Background: an optimization exercise with open tools, aiming at small area. Do not read the settings as production practice. Function not checked in this run: the RTL went through the layout flow alone. Power is estimated from default activity; no workload was simulated.

## flow/run.sh

```bash
#!/bin/bash
# synth_recipe.tcl (not shown) runs the flow's synth.tcl, then flattens the netlist and writes it again
# the make line also repeats each setting of config.mk as NAME=value (left out here)
make -C /OpenROAD-flow-scripts/flow DESIGN_CONFIG=/design/flow/config.mk WORK_HOME=/design/flow/orfs CLKGATE_MAP_FILE= SYNTH_SCRIPT=/design/flow/synth_recipe.tcl finish
```

## flow/config.mk

```make
export PLATFORM = sky130hd
export DESIGN_NAME = combine
export DESIGN_NICKNAME = combine
export VERILOG_FILES = /design/flow/design.v
export SDC_FILE = /design/flow/constraint.sdc
export NUM_CORES = 4
export LEC_CHECK = 0
export CAP_MARGIN = 20
export CORE_MARGIN = 2
export CORE_UTILIZATION = 40
export SLEW_MARGIN = 20
```

## flow/constraint.sdc

```tcl
create_clock -name core_clock -period 8.0 [get_ports {clk}]
set_input_delay 1.6000 -clock core_clock [delete_from_list [all_inputs] [get_ports {clk}]]
set_output_delay 1.6000 -clock core_clock [all_outputs]
set_load 0.01 [all_outputs]
```

## flow/design.v

```verilog
`timescale 1ns / 1ps
    module display(led, led_in);
        output reg [6:0]led ;
        input [3:0]led_in;
        always @(led_in) begin
            case (led_in)
                4'd0: led = 7'b0000001;
                4'd1: led = 7'b1001111;
                4'd2: led = 7'b0010010;
                4'd3: led = 7'b0000110;
                4'd4: led = 7'b1001100;
                4'd5: led = 7'b0100100;
                4'd6: led = 7'b0100000;
                4'd7: led = 7'b0001111;
                4'd8: led = 7'b0000000;
                4'd9: led = 7'b0000100;
                default: led = 7'b0000000;
            endcase
        end
    endmodule
`timescale 1ns / 1ps
module edgeDetector(input sig, input clk, output p, input rst);
    reg [1:0] sig_ly;
    always @(posedge clk) begin
      if (rst) sig_ly <= 2'b00;
      else begin
        sig_ly[0] <= sig;
        sig_ly[1] <= sig_ly[0];
      end
    end
    assign p = sig_ly[0] & ~sig_ly[1];
endmodule
`timescale 1ns / 1ps
module get1hz(clk, enb, rst);
    input clk;
    input rst;
    output reg enb;
    parameter div = 20;
    reg [4:0] cnt;
    always @(posedge clk) begin
      if (rst) begin
        cnt <= 5'd0;
        enb <= 1'b0;
      end
      else begin
        if (cnt >= (div-1)) cnt <= 0;
        else cnt <= cnt+1;
        enb <= (cnt == 0) ? 1:0;
      end
    end
endmodule
`timescale 1ns / 1ps
module clock(clk, enb, btn, mode, hour, min, sec, h1, h2, m1, m2, s1, s2, rst);
    input clk;
    input rst;
    input enb;
    input [3:0] btn;
    input [3:0] mode;
    output reg [5:0] hour, min, sec;
    output [3:0] h1, h2, m1, m2, s1, s2;
    wire p0, p1, p2, p3;
    wire [3:0] p;
    edgeDetector e0(btn[0], clk, p0, rst);
    edgeDetector e1(btn[1], clk, p1, rst);
    edgeDetector e2(btn[2], clk, p2, rst);
    edgeDetector e3(btn[3], clk, p3, rst);
    assign p = {p3, p2, p1, p0};
    always @ (posedge clk) begin
        if (rst) begin
            hour <= 6'd0;
            min <= 6'd0;
            sec <= 6'd0;
        end
        else if(|p) begin
            if (mode == 0) begin
                case (p)
                    4'b1000:begin
                        if (hour >= 6'd23) hour <= 6'd0;
                        else hour <= hour + 6'd1;
                    end
                    4'b0100:begin
                        if (hour <= 6'd0) hour <= 6'd23;
                        else hour <= hour - 6'd1;
                    end                    
                    4'b0010: begin
                        if (min >= 6'd59) begin
                            min <= 0;
                            if (hour >= 6'd23) hour <= 6'd0;
                            else hour <= hour + 6'd1;
                        end
                        else min <= min + 6'd1;
                    end
                    4'b0001: begin
                        if (min <= 6'd0) begin
                            min <= 59;
                            if (hour <= 6'd0) hour <= 6'd23;
                            else hour <= hour - 6'd1;
                        end
                        else min <= min - 6'd1;
                    end
                endcase
            end
        end 
        else if(enb) begin
            if(sec >= 6'd59) begin   
                sec <= 0;
                if( min >= 6'd59) begin   
                    min <= 0;
                    if( hour >= 6'd23) hour <= 0;
                    else hour <= hour + 6'd1;
                end
                else min <= min + 6'd1;
            end
            else sec <= sec + 6'd1;
        end
    end
    assign h1 = hour / 6'd10;
    assign h2 = hour % 6'd10;
    assign m1 = min / 6'd10;
    assign m2 = min % 6'd10;
    assign s1 = sec / 6'd10;
    assign s2 = sec % 6'd10;
endmodule
`timescale 1ns / 1ps
module alarmClk(
    input clk,
    input [3:0] btn,
    input sw0,
    input [5:0] c_hour, c_min,
    input [3:0] mode,
    output reg [5:0] a_hr, a_min,
    output reg alarm,
    input rst
);
    wire p0, p1, p2, p3;
    wire [3:0] p;
    edgeDetector e0(btn[0], clk, p0, rst);
    edgeDetector e1(btn[1], clk, p1, rst);
    edgeDetector e2(btn[2], clk, p2, rst);
    edgeDetector e3(btn[3], clk, p3, rst);
    assign p = {p3, p2, p1, p0};
    always @ (posedge clk) begin
    if (rst) begin
        alarm <= 1'b0;
        a_hr <= 6'd0;
        a_min <= 6'd0;
    end
    else begin
    if (sw0 == 1'b1) begin
        if ({c_hour, c_min} == {a_hr, a_min}) alarm <= 1'b1;
        else alarm <= 1'b0;
    end
    else alarm <= 1'b0;
        if(mode == 2) begin
            if (|p) begin
                case (p)
                    4'b1000: begin
                        if(a_hr >= 6'd23) a_hr <= 6'd0; 
                        else a_hr <= a_hr + 6'd1;          
                    end
                    4'b0100: begin
                        if(a_hr <= 6'd0) a_hr <= 6'd23; 
                        else a_hr <= a_hr - 6'd1;          
                    end                                    
                    4'b0010: begin
                        if(a_min >= 6'd59) a_min <= 6'd0;
                        else a_min <= a_min + 6'd1;          
                    end
                    4'b0001: begin
                        if(a_min <= 6'd0) a_min <= 6'd59;
                        else a_min <= a_min - 6'd1;
                    end
                endcase
            end
        end
    end
    end
endmodule
`timescale 1ns / 1ps
module mmdd(
    input clk,
    input [3:0] mode,
    input [3:0] btn,
    input [5:0] hr, min, sec,
    output [3:0] mm1, mm2, dd1, dd2,
    input rst
);
    reg [5:0] mm, dd;
    wire p0, p1, p2, p3;
    wire [3:0] p;
    edgeDetector e0(btn[0], clk, p0, rst);
    edgeDetector e1(btn[1], clk, p1, rst);
    edgeDetector e2(btn[2], clk, p2, rst);
    edgeDetector e3(btn[3], clk, p3, rst);
    assign p = {p3, p2, p1, p0};
    always @ (posedge clk)
    begin
        if (rst) begin
            mm <= 6'd0;
            dd <= 6'd0;
        end
        else if(mode == 1) begin
            if (mm == 0) begin
                mm <= 1;
                dd <= 1;
            end
            if (|p) begin
                case (p)
                    4'b1000: begin
                        if (mm >= 6'd12) mm <= 1;
                        else mm <= mm + 6'd1;
                    end
                    4'b0100: begin
                        if (mm <= 6'd1) mm <= 12;
                        else mm <= mm - 6'd1;
                    end
                    4'b0010: begin
                        dd <= dd + 1; 
                        if (mm == 6'd1 || mm==6'd3 || mm==6'd5 || mm==6'd7 || mm == 6'd8 || mm == 6'd10) begin  
                            if (dd >= 6'd31) begin
                                dd <= 1;
                                mm <= mm + 1;
                            end
                        end
                        else if (mm == 6'd2) begin  
                            if (dd >= 6'd28) begin
                                dd <= 1;
                                mm <= mm + 1;
                            end
                        end
                        else if (mm == 6'd4 || mm == 6'd6 || mm == 6'd9 || mm == 6'd11) begin  
                            if (dd >= 6'd30) begin
                                dd <= 1;
                                mm <= mm + 1;
                            end
                        end
                        else if (mm == 6'd12) begin  
                            if (dd >= 6'd31) begin
                                dd <= 1;
                                mm <= 1;
                            end
                        end
                    end
                    4'b0001: begin
                        dd <= dd - 1; 
                        if (mm==6'd3 || mm==6'd5 || mm==6'd7 || mm == 6'd8 || mm == 6'd10 || mm == 6'd12 ) begin  
                            if (dd <= 6'd1) begin
                                dd <= 31;
                                mm <= mm - 1;
                            end
                        end
                        else if (mm == 6'd2) begin  
                            if (dd <= 6'd1) begin
                                dd <= 28;
                                mm <= mm - 1;
                            end
                        end
                        else if (mm == 6'd4 || mm == 6'd6 || mm == 6'd9 || mm == 6'd11) begin  
                            if (dd >= 6'd1) begin
                                dd <= 30;
                                mm <= mm - 1;
                            end
                        end
                        else if (mm == 6'd1) begin  
                            if (dd <= 6'd1) begin
                                dd <= 31;
                                mm <= 12;
                            end
                        end
                    end
                endcase
            end
            else if (hr == 23 && min == 59 && sec == 59) begin
                dd <= dd + 1;
                if (mm == 6'd1 || mm==6'd3 || mm==6'd5 || mm==6'd7 || mm == 6'd8 || mm == 6'd10) begin  
                    if (dd >= 6'd31) begin
                        dd <= 1;
                        mm <= mm + 1;
                    end
                end
                else if (mm == 6'd2) begin  
                    if (dd >= 6'd28) begin
                        dd <= 1;
                        mm <= mm + 1;
                    end
                end
                else if (mm == 6'd4 || mm == 6'd6 || mm == 6'd9 || mm == 6'd11) begin  
                    if (dd >= 6'd30) begin
                        dd <= 1;
                        mm <= mm + 1;
                    end
                end
                else if (mm == 6'd12) begin  
                    if (dd >= 6'd31) begin
                        dd <= 1;
                        mm <= 1;
                    end
                end
            end
        end
    end
    assign mm1 = mm / 6'd10;
    assign mm2 = mm % 6'd10;
    assign dd1 = dd / 6'd10;
    assign dd2 = dd % 6'd10;
endmodule
`timescale 1ns / 1ps
module countClock(
    input clk,
    input enb,
    input [3:0] mode,
    input [3:0] btn,
    output reg [5:0] counthr, countmin, countsec,
    output reg countflag,
    output reg timeout,
    input rst
    );
    wire p0, p1, p2, p3;
    wire [3:0] p;
    edgeDetector e0(btn[0], clk, p0, rst);
    edgeDetector e1(btn[1], clk, p1, rst);
    edgeDetector e2(btn[2], clk, p2, rst);
    edgeDetector e3(btn[3], clk, p3, rst);
    assign p = {p3, p2, p1, p0};
    always @ (posedge clk) begin
      if (rst) begin
        counthr <= 6'd0;
        countmin <= 6'd0;
        countsec <= 6'd0;
        countflag <= 1'b0;
        timeout <= 1'b0;
      end
      else begin
        if (mode == 3) begin
            if(|p) begin
                case (p)
                    4'b1000: begin
                        if (counthr >= 23) counthr <= 6'd0; 
                        else counthr <= counthr + 1;
                    end 
                    4'b0100: begin
                        if (countmin >= 59) countmin <= 6'd0;
                        else countmin <= countmin + 1;
                    end 
                    4'b0010: begin
                        if (countsec >= 59) countsec <= 6'd0;
                        else countsec <= countsec + 1;
                    end 
                    4'b0001: begin
                        countflag <= ~countflag;
                    end 
                endcase
            end
        end
        if (enb) begin
        if (countflag) begin
            if (counthr == 6'd0 && countmin == 6'd0 && countsec == 6'd0) begin
                timeout <= 1;  
            end
            else if (countsec == 6'd0) begin
                if (countmin == 6'd0) begin
                    if (counthr > 6'd0) begin
                        counthr <= counthr - 1;
                        countmin <= 59;
                        countsec <= 59;
                    end
                end
                else begin
                    countmin <= countmin - 1;
                    countsec <= 59;
                end
            end 
            else begin
                countsec <= countsec - 1;
            end
        end
        else timeout <= 0;
        end
      end
    end
endmodule
`timescale 1ns / 1ps
module policeSiren(enb_alarm, enb_count, clk_in, clk_out_red, clk_out_blue, rst);
    input enb_alarm, enb_count;
    input clk_in;
    input rst;
    output reg clk_out_red, clk_out_blue;
    reg [3:0] counter_red;
    reg [3:0] counter_blue;
    parameter Div = 12;
    always @ (posedge clk_in) begin
      if (rst) begin
        counter_red <= 4'd0;
        counter_blue <= 4'd0;
        clk_out_red <= 1'b0;
        clk_out_blue <= 1'b0;
      end
      else begin
        if (enb_alarm) begin
            counter_red <= counter_red + 4'd1;
            if (counter_red >= (Div-1)) counter_red <= 4'd0;
            clk_out_red <= (counter_red < Div/2)? 1'b1 : 1'b0;
        end
        if (enb_count) begin
            counter_blue <= counter_blue + 4'd1;
            if (counter_blue >= (Div-1)) counter_blue <= 4'd0;
            clk_out_blue <= (counter_blue < Div/2)? 1'b1 : 1'b0;
        end
      end
    end
endmodule
`timescale 1ns / 1ps
module combine(led1, led2, led3, led4, led5, led6, l_red, l_blue, sw0, sw1, btn, clk, rst);
    input sw0, sw1;
    input rst;
    input [3:0] btn;
    input clk;
    output [6:0] led1, led2;
    output [6:0] led3, led4;
    output [6:0] led5, led6;
    output l_red, l_blue;
    wire enb;
    wire al_on, count_flag, timeout_on;
    wire [3:0] h1, h2, m1, m2, s1, s2;
    wire [3:0] dd1, dd2, mm1, mm2;
    wire [3:0] a_hr1, a_hr2, a_min1, a_min2;
    wire [3:0] counth1, counth2, countm1, countm2, counts1, counts2;
    reg [3:0] led1_reg, led2_reg, led3_reg, led4_reg, led5_reg, led6_reg;
    wire [5:0] a_hr, a_min;
    wire [5:0] hr, min, sec;
    wire [5:0] dd, mm;
    wire [5:0] counthr, countmin, countsec;
    reg [3:0] mode_controller;
    reg [3:0] sw1_prev;
    get1hz get(clk, enb, rst);
    clock dc(clk, enb, btn, mode_controller, hr, min, sec, h1, h2, m1, m2, s1, s2, rst);
    alarmClk alarm(clk, btn, sw0, hr, min, mode_controller, a_hr, a_min, al_on, rst);
    mmdd monthDate(clk, mode_controller, btn, hr, min, sec, mm1, mm2, dd1, dd2, rst);
    countClock counting(clk, enb, mode_controller, btn, counthr, countmin, countsec, count_flag, timeout_on, rst);
    policeSiren alert(al_on, timeout_on, clk, l_red, l_blue, rst);
    assign a_hr1 = a_hr / 6'd10;
    assign a_hr2 = a_hr % 6'd10;
    assign a_min1 = a_min / 6'd10;
    assign a_min2 = a_min % 6'd10;
    assign counth1 = counthr / 6'd10;
    assign counth2 = counthr % 6'd10;
    assign countm1 = countmin / 6'd10;
    assign countm2 = countmin % 6'd10;
    assign counts1 = countsec / 6'd10;
    assign counts2 = countsec % 6'd10;
    display dis1(led1, led1_reg);
    display dis2(led2, led2_reg);
    display dis3(led3, led3_reg);
    display dis4(led4, led4_reg);
    display dis5(led5, led5_reg);
    display dis6(led6, led6_reg);
    always @(posedge clk) begin
      if (rst) begin
        mode_controller <= 4'd0;
        sw1_prev <= 4'd0;
        led1_reg <= 4'd0;
        led2_reg <= 4'd0;
        led3_reg <= 4'd0;
        led4_reg <= 4'd0;
        led5_reg <= 4'd0;
        led6_reg <= 4'd0;
      end
      else begin
        if(sw1 != sw1_prev)begin
            if(mode_controller >= 5) mode_controller <= 0;
            else mode_controller <= mode_controller + 1'b1;    
        end
        sw1_prev <= sw1;        
        if(mode_controller == 0) begin
            led1_reg <= h1;
            led2_reg <= h2;
            led3_reg <= m1;
            led4_reg <= m2;
            led5_reg <= s1;
            led6_reg <= s2;
        end
        else if(mode_controller == 1) begin
            led1_reg <= mm1;
            led2_reg <= mm2;
            led3_reg <= dd1;
            led4_reg <= dd2;
            led5_reg <= 2;
            led6_reg <= 4;            
        end
        else if(mode_controller == 2) begin
            led1_reg <= a_hr1;
            led2_reg <= a_hr2;
            led3_reg <= a_min1;
            led4_reg <= a_min2;
            led5_reg <= 2;
            led6_reg <= 2;
        end
        else if(mode_controller == 3) begin
            led1_reg <= counth1;
            led2_reg <= counth2;
            led3_reg <= countm1;
            led4_reg <= countm2;
            led5_reg <= counts1;
            led6_reg <= counts2;        
        end
        else if(mode_controller == 4) begin
            led1_reg <= 4;
            led2_reg <= 4;
            led3_reg <= 4;
            led4_reg <= 4;
            led5_reg <= 4;
            led6_reg <= 4;        
        end
        else if(mode_controller == 5) begin
            led1_reg <= 8;
            led2_reg <= 8;
            led3_reg <= 8;
            led4_reg <= 8;
            led5_reg <= 8;
            led6_reg <= 8;        
        end
      end
    end
endmodule
```

==> flow_results.xml <==
<?xml version="1.0" encoding="UTF-8"?>
<metrics>
  <group name="placed_design">
    <metric name="place.port_buffers" unit="">51</metric>
    <metric name="pre_cts_ws" unit="ns">3.84</metric>
    <metric name="place_hpwl" unit="µm">26300</metric>
    <metric name="gp_routability_congestion" unit="">0.903</metric>
  </group>
  <group name="pwr">
    <metric name="worst_case_vdd_ir_drop" unit="V">0.000174</metric>
    <metric name="total_power_per_unit_cell_area" unit="nW/µm²">202</metric>
    <metric name="p_leak" unit="nW">5.17</metric>
  </group>
  <group name="yosys">
    <metric name="postSynthNetCount" unit="">1745</metric>
    <metric name="postSynthAreaPerCell" unit="µm²">7.50</metric>
    <metric name="ys.flop_type" unit="">dfxtp_1</metric>
    <metric name="synth.top_cells.by_area" unit="">dfxtp_1 25%, ha_1 9.9%, a21oi_1 5.3%</metric>
    <metric name="netlist.top_cell.by_area" unit="">dfxtp_1</metric>
    <metric name="syn-instance-count" unit="">1640</metric>
    <metric name="post_synthesis_instance_area" unit="µm²">12300</metric>
    <metric name="synth_cell_types" unit="">110</metric>
    <metric name="synth.yosys.warnings" unit="">9</metric>
    <metric name="yosysTopAreaCellShare" unit="%">25.4</metric>
    <metric name="post_synth_edffs" unit="">0</metric>
    <metric name="synth.ff_latch_count" unit="">156</metric>
    <metric name="synth_async_sr_flop_share" unit="%">0</metric>
    <metric name="synth-seq-area-share" unit="%">25.4</metric>
  </group>
  <group name="timing">
    <metric name="setup_viol" unit="">0</metric>
    <metric name="grt_setup_unrepaired" unit="">no</metric>
    <metric name="max_slew_margin" unit="%">31.0</metric>
    <metric name="fin_worst_hold_slack" unit="ns">0.468</metric>
    <metric name="timing_worst_slew_pin_value" unit="ns">1.03</metric>
    <metric name="maxSlewViolCount" unit="">0</metric>
    <metric name="setup-tns-final" unit="ns">0</metric>
    <metric name="final_critical_path_setup_slack" unit="ns">3.91</metric>
    <metric name="final.period_utilization" unit="%">51.1</metric>
    <metric name="achievable-frequency" unit="MHz">245</metric>
    <metric name="worst_clock_skew" unit="ns">0.0111</metric>
    <metric name="finalHoldViolCount" unit="">0</metric>
    <metric name="final.min_clock_period" unit="ns">4.09</metric>
  </group>
  <group name="global_route">
    <metric name="grt_antenna_before_repair" unit="">0</metric>
    <metric name="grt_pass1_vias" unit="">11100</metric>
    <metric name="globalRoute.totalOverflow" unit="">0</metric>
    <metric name="grtUsageTotal" unit="%">22.7</metric>
    <metric name="grt.busiest_layer" unit="">met2</metric>
    <metric name="grt_use_met2" unit="%">36.5</metric>
    <metric name="grt_start_max_net_pins" unit="">56</metric>
    <metric name="use_met1" unit="%">30.5</metric>
    <metric name="first_pass_grt_wire_length" unit="µm">58200</metric>
    <metric name="grt_use_met3" unit="%">3.71</metric>
  </group>
  <group name="cts">
    <metric name="cts_resized" unit="">0</metric>
    <metric name="cts_max_level" unit="">4</metric>
    <metric name="ctsRootBufferMaster" unit="">clkbuf_16</metric>
    <metric name="cts_made_buffers" unit="">17</metric>
    <metric name="cts_setup_buffers" unit="">0</metric>
    <metric name="cts_hold_repair.buffers" unit="">0</metric>
    <metric name="clkTransAtPathRegs" unit="ns">0.07</metric>
    <metric name="clock_sinks" unit="">156</metric>
    <metric name="cts_tree" unit="">yes</metric>
    <metric name="bufs_on_longest_clock_path" unit="">2</metric>
    <metric name="clock_insertion_delay_worst_skew" unit="ns">0.45</metric>
  </group>
  <group name="routing">
    <metric name="detailed_routing_iteration_count_for_the_pre_antenna_repair_pass" unit="">6</metric>
    <metric name="drt_first_iter_violations" unit="">822</metric>
    <metric name="routed_via_density" unit="">5.87</metric>
    <metric name="final_antenna_violating_net_count" unit="">0</metric>
    <metric name="wl_per_cell" unit="µm">17.8</metric>
    <metric name="wl" unit="µm">36100</metric>
    <metric name="vias" unit="">11900</metric>
    <metric name="remaining_drc_errors" unit="">0</metric>
  </group>
  <group name="worst_setup_path">
    <metric name="element_type_at_the_critical_path_end" unit="">register</metric>
    <metric name="critPathLaunchType" unit="">register</metric>
    <metric name="critPathMaxFanout" unit="">19</metric>
    <metric name="timing.critical_path.arrival" unit="ns">4.47</metric>
    <metric name="critical_path_class" unit="">register to register</metric>
    <metric name="cp.required" unit="ns">8.38</metric>
  </group>
  <group name="cells_and_area">
    <metric name="area.growth.synth_to_final" unit="%">10.3</metric>
    <metric name="filler_cell_count" unit="">3104</metric>
    <metric name="antenna_cells_inserted" unit="">0</metric>
    <metric name="final_cell_mix" unit="">167 x nor2_1, 156 x dfxtp_1, 137 x nand2_1</metric>
    <metric name="nNetsFinal" unit="">1723</metric>
    <metric name="post_route_cells_drive_above_1_share" unit="%">6.13</metric>
    <metric name="mostFrequentLayoutCell" unit="">nor2_1</metric>
  </group>
  <group name="floorplan">
    <metric name="floorplan.initialDensity" unit="%">40.4</metric>
    <metric name="ioPinCount" unit="">52</metric>
    <metric name="dieHeight" unit="µm">179</metric>
    <metric name="fp.coreArea" unit="µm²">30400</metric>
    <metric name="die_width" unit="µm">179</metric>
    <metric name="placementRows" unit="">64</metric>
    <metric name="design.die.area" unit="µm²">32200</metric>
  </group>
  <group name="status">
    <metric name="run_status" unit="">no timing/DRC/antenna violations</metric>
  </group>
  <group name="hold_path">
    <metric name="holdCritPathClass" unit="">register to register</metric>
  </group>
  <group name="flow_run">
    <metric name="max-cap-violations" unit="">0</metric>
  </group>
</metrics>
kinds of logic (layout without fill, tap and decap cells):
kind of cell,Yosys count,count (layout),share of synthesized area [%]
flops,156,156,25.4
mux,25,25,2.08
simple gates,640,640,26.7
buf+inv,184,175,6.08
fa+ha+maj,98,98,9.95
xor+xnor,54,54,3.85
compound gates,483,483,25.9
metal layers:
metal	wire length, µm	vias to the layer above
met5	0	-
met4	1030	0
met3	1950	75
met2	16600	348
met1	16500	5619
li1	-	5852
worst max-delay path: stages, from the launching register on:
cell and delay [ns]:
dfxtp_1 0.75, inv_1 0.21, ha_1 0.41, a21oi_1 0.16
o21ai_0 0.14, o221ai_1 0.42, o21ai_0 0.15, nor2b_1 0.16
a211oi_1 0.29, a21oi_1 0.16, nor2_1 0.24, inv_1 0.11
ha_1 0.31, or3_1 0.35, a21oi_1 0.14
final timing paths:
path                       to         from  slack (ns)  cells past startpoint
hold reg to reg   led6_reg[0]  led6_reg[0]        0.47                      2
setup / recovery      led3[3]    dc.min[3]        3.91                     14
setup reg to reg      led3[3]    dc.min[3]        3.91                     14
hold / removal    led6_reg[0]  led6_reg[0]        0.47                      2
cell usage after synthesis (11+ instances only):
library cell	instances
nor2b_1	43
a211oi_1	25
and2_1	16
a21oi_1	131
o211ai_1	13
buf_2	27
nor4_1	11
nand2_1	137
ha_1	97
inv_1	79
xor2_1	17
xnor2_1	37
o21ai_1	12
and3_1	20
dfxtp_1	156
a221oi_1	20
o21ai_0	116
nor2_1	167
mux2i_1	21
clkbuf_1	66
nor3_1	45
nand2b_1	41
o22ai_1	13
or3_1	15
a22oi_1	14
nand3_1	62
a31oi_1	22
nor3b_1	12
power by group:
part / switching [mW] / internal (mW)
Combinational: 0.535 / 0.375
Sequential: 0.0902 / 0.872
Clock: 0.409 / 0.451
through the flow:
stage	std cells	area [µm²]	total power [mW]	utilization, %
floorplan	1640	12300	1.57	-
global placement	1995	12900	1.87	42.5
detailed placement	1995	12900	1.87	42.5
CTS	2027	13600	2.74	44.6
global route	2027	13600	2.89	44.6
finish	2027	13600	2.73	44.6
cell type report:
| type | instances | area, µm² | share of cell area, % |
|---|---|---|---|
| Clock inverter | 15 | 191 | 1.41 |
| Timing Repair Buffer | 63 | 598 | 4.41 |
| Clock buffer | 17 | 425 | 3.14 |
| Inverter | 80 | 300 | 2.21 |
| Tap cell | 396 | 495 | 3.65 |
| Multi-Input combinational cell | 1300 | 8420 | 62.1 |
| Sequential cell | 156 | 3120 | 23.0 |

## re-timing with driven ports
The results above use ideal ports. As a check the final layout listed here was re-extracted and re-timed, cells and wires unchanged.
Step 1 sets driving cells, clkbuf_16 on the clock port and buf_2 on the other inputs (assumed; they add their load-dependent delay and slew).
Step 2 times the ports against the registers' clock, not the clock port: input delays grow and output delays shrink by t, the midpoint of the rising clock arrivals with the driver on.
a / b / c = ideal ports / drivers / drivers and shift; a / b = the first two.
shift t [ns]: 0.498
slack for setup (ns): 3.911 / 3.911 / 3.768
worst register clock-pin slew, ns: 0.08 / 0.08
cell pins on the clock port's net: 1
After both steps setup and hold are still met in this run. For this run, drivers alone change the setup slack by 0.000 ns; drivers and shift together by -0.143 ns.
